This is an optimization exercise on Yosys and OpenROAD, whose aim is small area, a short achievable clock period and few clock cycles, not a production implementation. In this exercise RTL edits were held to simulation tests only and were not proved equivalent to the original.

==> flow/design.v, too long to show whole: its modules and the start of the top module <==
// module fxp_smul: 12 lines
// module cordic: 3322 lines
module cordic(i_clk, i_rst, i_en, o_vld, o_cosine, o_sine, i_theta);
  // ...
==> flow/flow/run.sh <==
#!/bin/bash
# The standard layout (standard.sh), with timing repair aiming for extra setup slack.
set -euo pipefail
export SETUP_SLACK_MARGIN=6.8
bash standard.sh > standard.log 2>&1
==> flow/standard.sh <==
#!/bin/bash
# synth_recipe.tcl (not shown) runs the flow's synth.tcl, then flattens the netlist and writes it again
# the make line also repeats each setting of config.mk as NAME=value (left out here)
make -C /OpenROAD-flow-scripts/flow DESIGN_CONFIG=/design/flow/config.mk WORK_HOME=/design/flow/orfs CLKGATE_MAP_FILE= SYNTH_SCRIPT=/design/flow/synth_recipe.tcl "${@:-finish}"
==> flow/config.mk <==
export PLATFORM = sky130hd
export DESIGN_NAME = cordic
export DESIGN_NICKNAME = cordic
export VERILOG_FILES = /design/flow/design.v
export SDC_FILE = /design/flow/constraint.sdc
export NUM_CORES = 4
export LEC_CHECK = 0
export CAP_MARGIN = 20
export CORE_MARGIN = 2
export CORE_UTILIZATION = 40
export CTS_BUF_LIST = sky130_fd_sc_hd__clkbuf_16
export CTS_CLUSTER_DIAMETER = 100
export CTS_CLUSTER_SIZE = 25
export SLEW_MARGIN = 20
export SYNTH_MEMORY_MAX_BITS = 16384
==> flow/constraint.sdc <==
create_clock -name core_clock -period 10.0 [get_ports {i_clk}]
set_input_delay 2.0000 -clock core_clock [delete_from_list [all_inputs] [get_ports {i_clk}]]
set_output_delay 2.0000 -clock core_clock [all_outputs]
set_load 0.01 [all_outputs]
==> results.sh, run 1 <==
export IMPL_worstSkewPairLatency_ns=0.72
export IMPL_async_flop_share_pct=0
export IMPL_cp_depth=24
export IMPL_antennaDiodeCount=0
export IMPL_synth_compound_area_share_pct=12.4
export IMPL_synth_ff_type="dfxtp_1"
export IMPL_syn_avg_cell_area_um2=9.39
export IMPL_syn_inst=7921
export IMPL_fill_cells=17600
export IMPL_run_status="finished clean"
export IMPL_clock_path_buffers=3
export IMPL_worst_slack_ns=6.44
export IMPL_maxCapViolations=0
export IMPL_drt_met1_wl_mm=73.4
export IMPL_buffers=292
export IMPL_core_um2=185000
export IMPL_grt_busiest_layer="met2"
export IMPL_crit_fanout=2
export IMPL_path_clk_slew_ns=0.10
export IMPL_startpoint_type="flip-flop"
export IMPL_ios=76
export IMPL_postCtsHoldBufs=0
export IMPL_regMostFlops="vld"
export IMPL_hpwl_mm=123
export IMPL_seq_share_pct=33.3
export IMPL_required_ns=10.60
export IMPL_grtUsageMet3_pct=1.85
export IMPL_synthXorXnorAreaFrac_pct=17.0
export IMPL_avgViaCountPerCell=5.08
export IMPL_placed_area_um2=77600
Testbench counts, summed over its fixed seeds: cycles 8,432.
==> run 2: changes to the inputs <==
==> flow/flow/run.sh (replaced) <==
#!/bin/bash
# The standard layout (standard.sh), with timing repair aiming for extra setup slack.
set -euo pipefail
export SETUP_SLACK_MARGIN=6.6
bash standard.sh > standard.log 2>&1
--- a/flow/config.mk
+++ b/flow/config.mk
@@ -7,9 +7,10 @@
 export LEC_CHECK = 0
 export CAP_MARGIN = 20
 export CORE_MARGIN = 2
-export CORE_UTILIZATION = 40
+export CORE_UTILIZATION = 60
 export CTS_BUF_LIST = sky130_fd_sc_hd__clkbuf_16
 export CTS_CLUSTER_DIAMETER = 100
 export CTS_CLUSTER_SIZE = 25
+export PLACE_DENSITY = 0.72
 export SLEW_MARGIN = 20
 export SYNTH_MEMORY_MAX_BITS = 16384
==> results.sh, run 2 <==
export IMPL_run_status="finished clean"
export IMPL_arrival_ns=4.28
export IMPL_ys_ff_latch=1370
export IMPL_port_buffer_count=75
export IMPL_die_area_um2=127000
export IMPL_core_um2=123000
export IMPL_clock_root_buffer="clkbuf_16"
export IMPL_cts_tree="built"
export IMPL_crit_fanout=4
export IMPL_required_ns=10.63
export IMPL_rows=129
export IMPL_fin_util_pct=64.7
export IMPL_antenna_found_initial=0
export IMPL_grt_use_total_pct=24.1
export IMPL_yosys_top_cells_count="1370 x dfxtp_1, 811 x xnor2_1, 636 x xor2_1"
export IMPL_async_flop_share_pct=0
export IMPL_wl_mm=157
export IMPL_seq_area_um2=27500
export IMPL_final_common_cell="dfxtp_1"
export IMPL_regMostFlops="vld"
export IMPL_vias=53400
export IMPL_largest_reg_flops=30
export IMPL_synth_area_leaders="dfxtp_1 37%, xnor2_1 9.6%, ha_1 9.0%, xor2_1 7.5%, fa_1 5.0%"
export IMPL_period_needed_ns=3.65
export IMPL_htree_levels=2
export IMPL_path_clk_slew_ns=0.10
export IMPL_dr_pass1_iters=7
export IMPL_gp_congestion=0.893
export IMPL_worstSkewPairLatency_ns=0.72
export IMPL_area_growth_pct=7.29
export IMPL_ys_seq_area_share_pct=36.9
export IMPL_clock_sinks=1370
export IMPL_synth_ff_type="dfxtp_1"
export IMPL_grt_overflow_total=0
export IMPL_syn_avg_cell_area_um2=9.39
export IMPL_yosys_warnings=1
export IMPL_slew_viol_final=0
export IMPL_crit_path_end_kind="flip-flop"
export IMPL_period_share_pct=36.5
export IMPL_initial_core_util_pct=60.3
export IMPL_startpoint_type="flip-flop"
export IMPL_grt_busiest_layer="met2"
export IMPL_setup_tns_ns=0
export IMPL_grt_util_met2_pct=43.7
export IMPL_antennaDiodeCount=0
export IMPL_yosys_area_top_type_share_pct=36.9
export IMPL_synth_most_common_cell="dfxtp_1"
export IMPL_path_class="flip-flop to flip-flop"
export IMPL_mappedNetlistArea_um2=74400
export IMPL_final_cell_mix="1321 x dfxtp_1, 797 x xnor2_1, 627 x xor2_1"
export IMPL_synth_fp_nets=8667
export IMPL_hpwl_mm=120
export IMPL_fmax_ghz=0.274
export IMPL_synth_edf_count=0
export IMPL_numCtsBuffers=61
export IMPL_die_width_um=356
export IMPL_hold_class="flip-flop to flip-flop"
export IMPL_setup_viol=0
export IMPL_reg_top3="vld x30, bx_q29 x24, by_q29 x24"
export IMPL_maxCapViolations=0
export IMPL_yosysTopAreaCell="dfxtp_1"
export IMPL_grt_use_met1_pct=30.4
export IMPL_clock_path_buffers=3
export IMPL_post_drt_wl_per_cell_um=16.4
export IMPL_hold_worst_slack_ns=0.316
export IMPL_fill_cells=10000
export IMPL_rsz0062_at_grt="true"
export IMPL_synthDistinctLibCells=104
export IMPL_syn_inst=7921
export IMPL_drt_initial_drc_count=3090
export IMPL_drc_errors=0
export IMPL_finClkSkew_ns=0.0253
export IMPL_die_h_um=356
export IMPL_drive_gt1_share_pct=6.79
export IMPL_first_global_vias=51500
export IMPL_grt_max_degree=80
export IMPL_hold_viol_final=0
export IMPL_ios=76
export IMPL_antenna_left=0
export IMPL_avgViaCountPerCell=5.59
export IMPL_grt_pass1_wl_mm=256
export IMPL_worstMarginPinSlew_ns=1.03
export IMPL_max_slew_margin_rel_pct=30.5
export IMPL_grtUsageMet3_pct=1.79
export IMPL_multi_input_area_um2=45200
export IMPL_final_nets=8656
## run 2: cell counts after synthesis
No cell type changed its count.
## run 2: cell type report
class	count	area share, %
Multi-Input combinational cell	5835	56.6
Inverter	452	2.13
Timing Repair Buffer	190	2.16
Tap cell	1637	2.57
Clock inverter	11	0.133
Sequential cell	1370	34.5
Clock buffer	61	1.91
## run 2: final timing paths
check,startpoint,endpoint,slack [ns],depth (start not counted)
min reg2reg,n24_q21$_DFF_P_,n24_q22$_DFF_P_,0.32,0
max reg2reg,n20_q18$_DFF_P_,y21_q19[15]$_DFF_P_,6.35,19
max,n20_q18$_DFF_P_,y21_q19[15]$_DFF_P_,6.35,19
min,n24_q21$_DFF_P_,n24_q22$_DFF_P_,0.32,0
## run 2: kinds of logic (layout without fill, tap and decap cells)
group / after synthesis / count (layout) / share of synthesized area, %
and+or+nand+nor: 2110 / 2110 / 14.1
adders and majority gates: 720 / 720 / 14.0
AOI/OAI and AO/OA: 1423 / 1423 / 12.4
buffers and inverters: 716 / 714 / 3.73
muxes: 135 / 135 / 1.92
xor gates and xnor gates: 1447 / 1447 / 17.0
DFF: 1370 / 1370 / 36.9
## run 2: critical path, stage by stage (launching register included)
cell,delay [ns]
dfxtp_4,0.38
buf_6,0.14
xor2_1,0.15
ha_1,0.31
a21oi_2,0.18
o21bai_1,0.12
a21oi_2,0.17
nor2b_2,0.07
o21a_1,0.22
nor2_2,0.14
fa_2,0.26
nand2_2,0.06
or3_4,0.41
nor3_4,0.18
a31oi_2,0.06
a21o_1,0.21
buf_6,0.12
buf_6,0.11
nor2_4,0.08
xor2_1,0.20
## run 2: timing repair
| item | CTS | global route |
|---|---|---|
| pin swaps | 18 | 59 |
| endpoints found under the setup margin | 189 | 174 |
| buffers inserted | 27 | 56 |
| hold buffers | 0 | 0 |
| gates cloned | 0 | 1 |
| resized for setup | 160 | 182 |
## run 2: layer usage
layer / up-vias / part of all wire (%)
met2: 914 / 50
met5: - / 0
met3: 269 / 2.9
met1: 25300 / 44
li1: 26900 / -
met4: 0 / 3.2
## run 2: stage by stage
stage / setup WS (ns) / instances / area, um2
5_1_grt: 6.20 / 9556 / 79800
4_1_cts: 6.51 / 9499 / 78600
3_5_place_dp: 5.77 / 9400 / 76400
3_3_place_gp: 5.88 / 9400 / 76400
6_report: 6.35 / 9556 / 79800
2_1_floorplan: 6.48 / 7921 / 74500
==> run 3: changes to the inputs <==
--- a/flow/config.mk
+++ b/flow/config.mk
@@ -7,10 +7,9 @@
 export LEC_CHECK = 0
 export CAP_MARGIN = 20
 export CORE_MARGIN = 2
-export CORE_UTILIZATION = 60
+export CORE_UTILIZATION = 40
 export CTS_BUF_LIST = sky130_fd_sc_hd__clkbuf_16
 export CTS_CLUSTER_DIAMETER = 100
 export CTS_CLUSTER_SIZE = 25
-export PLACE_DENSITY = 0.72
 export SLEW_MARGIN = 20
 export SYNTH_MEMORY_MAX_BITS = 16384
==> results.sh, run 3 <==
export IMPL_critPathSlowestCell="or3_4"
export IMPL_fmax_ghz=0.287
export IMPL_yosys_area_top_type_share_pct=36.9
export IMPL_async_flop_share_pct=0
export IMPL_postCtsHoldBufs=0
export IMPL_first_global_vias=52200
export IMPL_period_needed_ns=3.48
export IMPL_grtUsageMet3_pct=1.72
export IMPL_drive_gt1_share_pct=6.97
export IMPL_synth_edf_count=0
export IMPL_placed_area_um2=77500
export IMPL_rows=158
export IMPL_grt_use_met1_pct=21.0
export IMPL_rsz0062_at_grt="true"
export IMPL_syn_avg_cell_area_um2=9.39
export IMPL_grt_use_total_pct=16.4
export IMPL_port_buffer_count=75
export IMPL_fin_util_pct=43.9
export IMPL_synth_ff_type="dfxtp_1"
export IMPL_startpoint_type="flip-flop"
export IMPL_numCtsBuffers=67
export IMPL_initial_core_util_pct=40.2
export IMPL_finClkSkew_ns=0.0417
export IMPL_whs_endpoint="n25_q20$_DFF_P_"
export IMPL_r2r_worst_path_cells=19
export IMPL_worstSkewPairLatency_ns=0.72
export IMPL_grt_max_degree=74
export IMPL_max_stage_delay_ns=0.37
export IMPL_slew_viol_final=0
export IMPL_antenna_left=0
export IMPL_die_width_um=435
export IMPL_yosys_top_cells_count="1370 x dfxtp_1, 811 x xnor2_1, 636 x xor2_1"
export IMPL_synthDistinctLibCells=104
export IMPL_crit_path_end_kind="flip-flop"
export IMPL_cp_buffers_inverters=1
export IMPL_path_class="flip-flop to flip-flop"
export IMPL_reg_top3="vld x30, bx_q29 x24, by_q29 x24"
export IMPL_r2r_start="n20_q18$_DFF_P_"
export IMPL_period_share_pct=34.8
export IMPL_ios=76
export IMPL_fin_area_um2=81300
export IMPL_max_slew_margin_rel_pct=28.4
export IMPL_yosysTopAreaCell="dfxtp_1"
export IMPL_core_um2=185000
export IMPL_clock_path_buffers=3
export IMPL_drt_initial_drc_count=2748
export IMPL_maxCapViolations=0
export IMPL_clock_root_buffer="clkbuf_16"
export IMPL_path_common_cell="a21o_1"
export IMPL_setup_tns_ns=0
export IMPL_gp_congestion=0.873
export IMPL_final_nets=8661
export IMPL_arrival_ns=4.11
export IMPL_hpwl_mm=123
export IMPL_cts_tree="built"
export IMPL_dr_pass1_iters=6
export IMPL_wl_mm=160
export IMPL_avgViaCountPerCell=5.10
export IMPL_hold_start="n25_q19$_DFF_P_"
export IMPL_hold_viol_final=0
export IMPL_vias=53100
export IMPL_ys_ff_latch=1370
export IMPL_antennaDiodeCount=0
export IMPL_grt_pass1_wl_mm=262
export IMPL_synth_area_leaders="dfxtp_1 37%, xnor2_1 9.6%, ha_1 9.0%, xor2_1 7.5%, fa_1 5.0%"
export IMPL_critPathTopFamily="compound AO/OA/AOI/OAI gates"
export IMPL_syn_inst=7921
export IMPL_ys_seq_area_share_pct=36.9
export IMPL_synth_fp_nets=8667
export IMPL_synth_most_common_cell="dfxtp_1"
export IMPL_htree_levels=3
export IMPL_path_clk_slew_ns=0.10
export IMPL_final_cell_mix="1330 x dfxtp_1, 796 x xnor2_1, 630 x xor2_1"
export IMPL_antenna_found_initial=2
export IMPL_post_drt_wl_per_cell_um=15.4
export IMPL_yosys_warnings=1
export IMPL_regMostFlops="vld"
export IMPL_drc_errors=0
export IMPL_final_common_cell="dfxtp_1"
export IMPL_run_status="finished clean"
export IMPL_clock_sinks=1370
export IMPL_grt_overflow_total=0
export IMPL_setup_viol=0
export IMPL_crit_fanout=6
export IMPL_hold_class="flip-flop to flip-flop"
export IMPL_grt_util_met2_pct=29.2
export IMPL_reg2reg_to="y21_q19[17]$_DFF_P_"
export IMPL_die_h_um=435
export IMPL_die_area_um2=189000
export IMPL_worstPathCellList="buf_12 > xor2_4 > ha_4 > a21o_1 > a21oi_2 > o21bai_1 > a21oi_2 > nor2b_2 > o21a_1 > nor2_2 > fa_2 > nand2_2 > or3_4 > nor3_4 > a31oi_2 > a21o_1 > a21o_1 > nor2_1 > xor2_1"
export IMPL_required_ns=10.63
export IMPL_largest_reg_flops=30
export IMPL_worstMarginPinSlew_ns=1.07
export IMPL_area_growth_pct=9.30
export IMPL_reg2reg_slack_ns=6.52
export IMPL_holdPathStages=0
export IMPL_crit_start="n20_q18$_DFF_P_"
export IMPL_grt_busiest_layer="met2"
export IMPL_mappedNetlistArea_um2=74400
## run 3: cell counts after synthesis
No cell type changed its count.
## run 3: layer usage
layer / vias to the layer above / wire length (um)
met4: 0 / 4120
met2: 783 / 78200
met1: 25100 / 73200
li1: 27000 / -
met5: - / 0
met3: 191 / 4510
## run 3: how the worst max path moves through the flow
stage / slack, ns / cells after the start / to
3_5_place_dp: 5.99 / 11 / y10_q8[18]$_DFF_P_
6_report: 6.52 / 19 / y21_q19[17]$_DFF_P_
4_1_cts: 6.44 / 19 / y21_q19[17]$_DFF_P_
2_1_floorplan: 6.48 / 20 / y21_q19[18]$_DFF_P_
5_1_grt: 6.35 / 19 / y21_q19[17]$_DFF_P_
3_3_place_gp: 5.99 / 11 / y10_q8[18]$_DFF_P_
## run 3: stage by stage
stage,setup slack [ns],instances,hold slack [ns]
final,6.52,10400,0.298
after global routing,6.35,10400,0.319
after CTS,6.44,10400,0.294
after detailed placement,5.99,10200,0.312
after global placement,5.99,10200,0.310
after floorplan,6.48,7921,0.310
## run 3: cell families (layout without fill, tap and decap cells)
family                   count (synthesis)  after routing  share of synthesized area (%)
AO/OA/AOI/OAI                         1423           1423                           12.4
flip-flops                            1370           1370                           36.9
XOR/XNOR                              1447           1447                           17.0
adder cells (fa/ha/maj)                720            720                           14.0
AND/OR/NAND/NOR                       2110           2110                           14.1
multiplexers                           135            135                           1.92
buffers and inverters                  716            728                           3.73
## run 3: final cells by class
type                            instances  area [um2]
Inverter                              452        1700
Clock inverter                         16         220
Clock buffer                           71        1780
Tap cell                             2480        3100
Fill cell                           17800      104000
Multi-Input combinational cell       5835       45200
Sequential cell                      1370       27500
Timing Repair Buffer                  189        1760
## run 3: timing repair
item,CTS,global route
buffers inserted,35,43
pin swaps,16,53
resized for setup,182,184
setup endpoints to repair,181,193
cloned,0,2

separate check: timing with driven ports:
How much do the figures lean on ideal ports? The routed layouts below were timed once more, with nothing changed but the port constraints. Step 1, drivers: a clkbuf_16 drives i_clk and a buf_2 each remaining input, both assumed. Step 2 adds t to the input delays and takes it off the output delays; t is the mean of the earliest and latest rising clock arrival at the registers after step 1. Input paths then give back, and output paths get back, about the clock's delay inside the block. Slacks: ideal / step 1 / step 2; pairs: ideal / step 1.
run | t (ns) | setup WS [ns] | hold WS [ns] | worst register clock-pin slew, ns
run 1 | 0.781 | 6.441 / 6.441 / 6.441 | 0.315 / 0.315 / 0.315 | 0.11 / 0.11
run 2 | 0.786 | 6.352 / 6.352 / 6.352 | 0.316 / 0.316 / 0.316 | 0.11 / 0.11
run 3 | 0.774 | 6.519 / 6.519 / 6.519 | 0.298 / 0.298 / 0.298 | 0.11 / 0.11
After both steps every run listed still meets setup and hold.
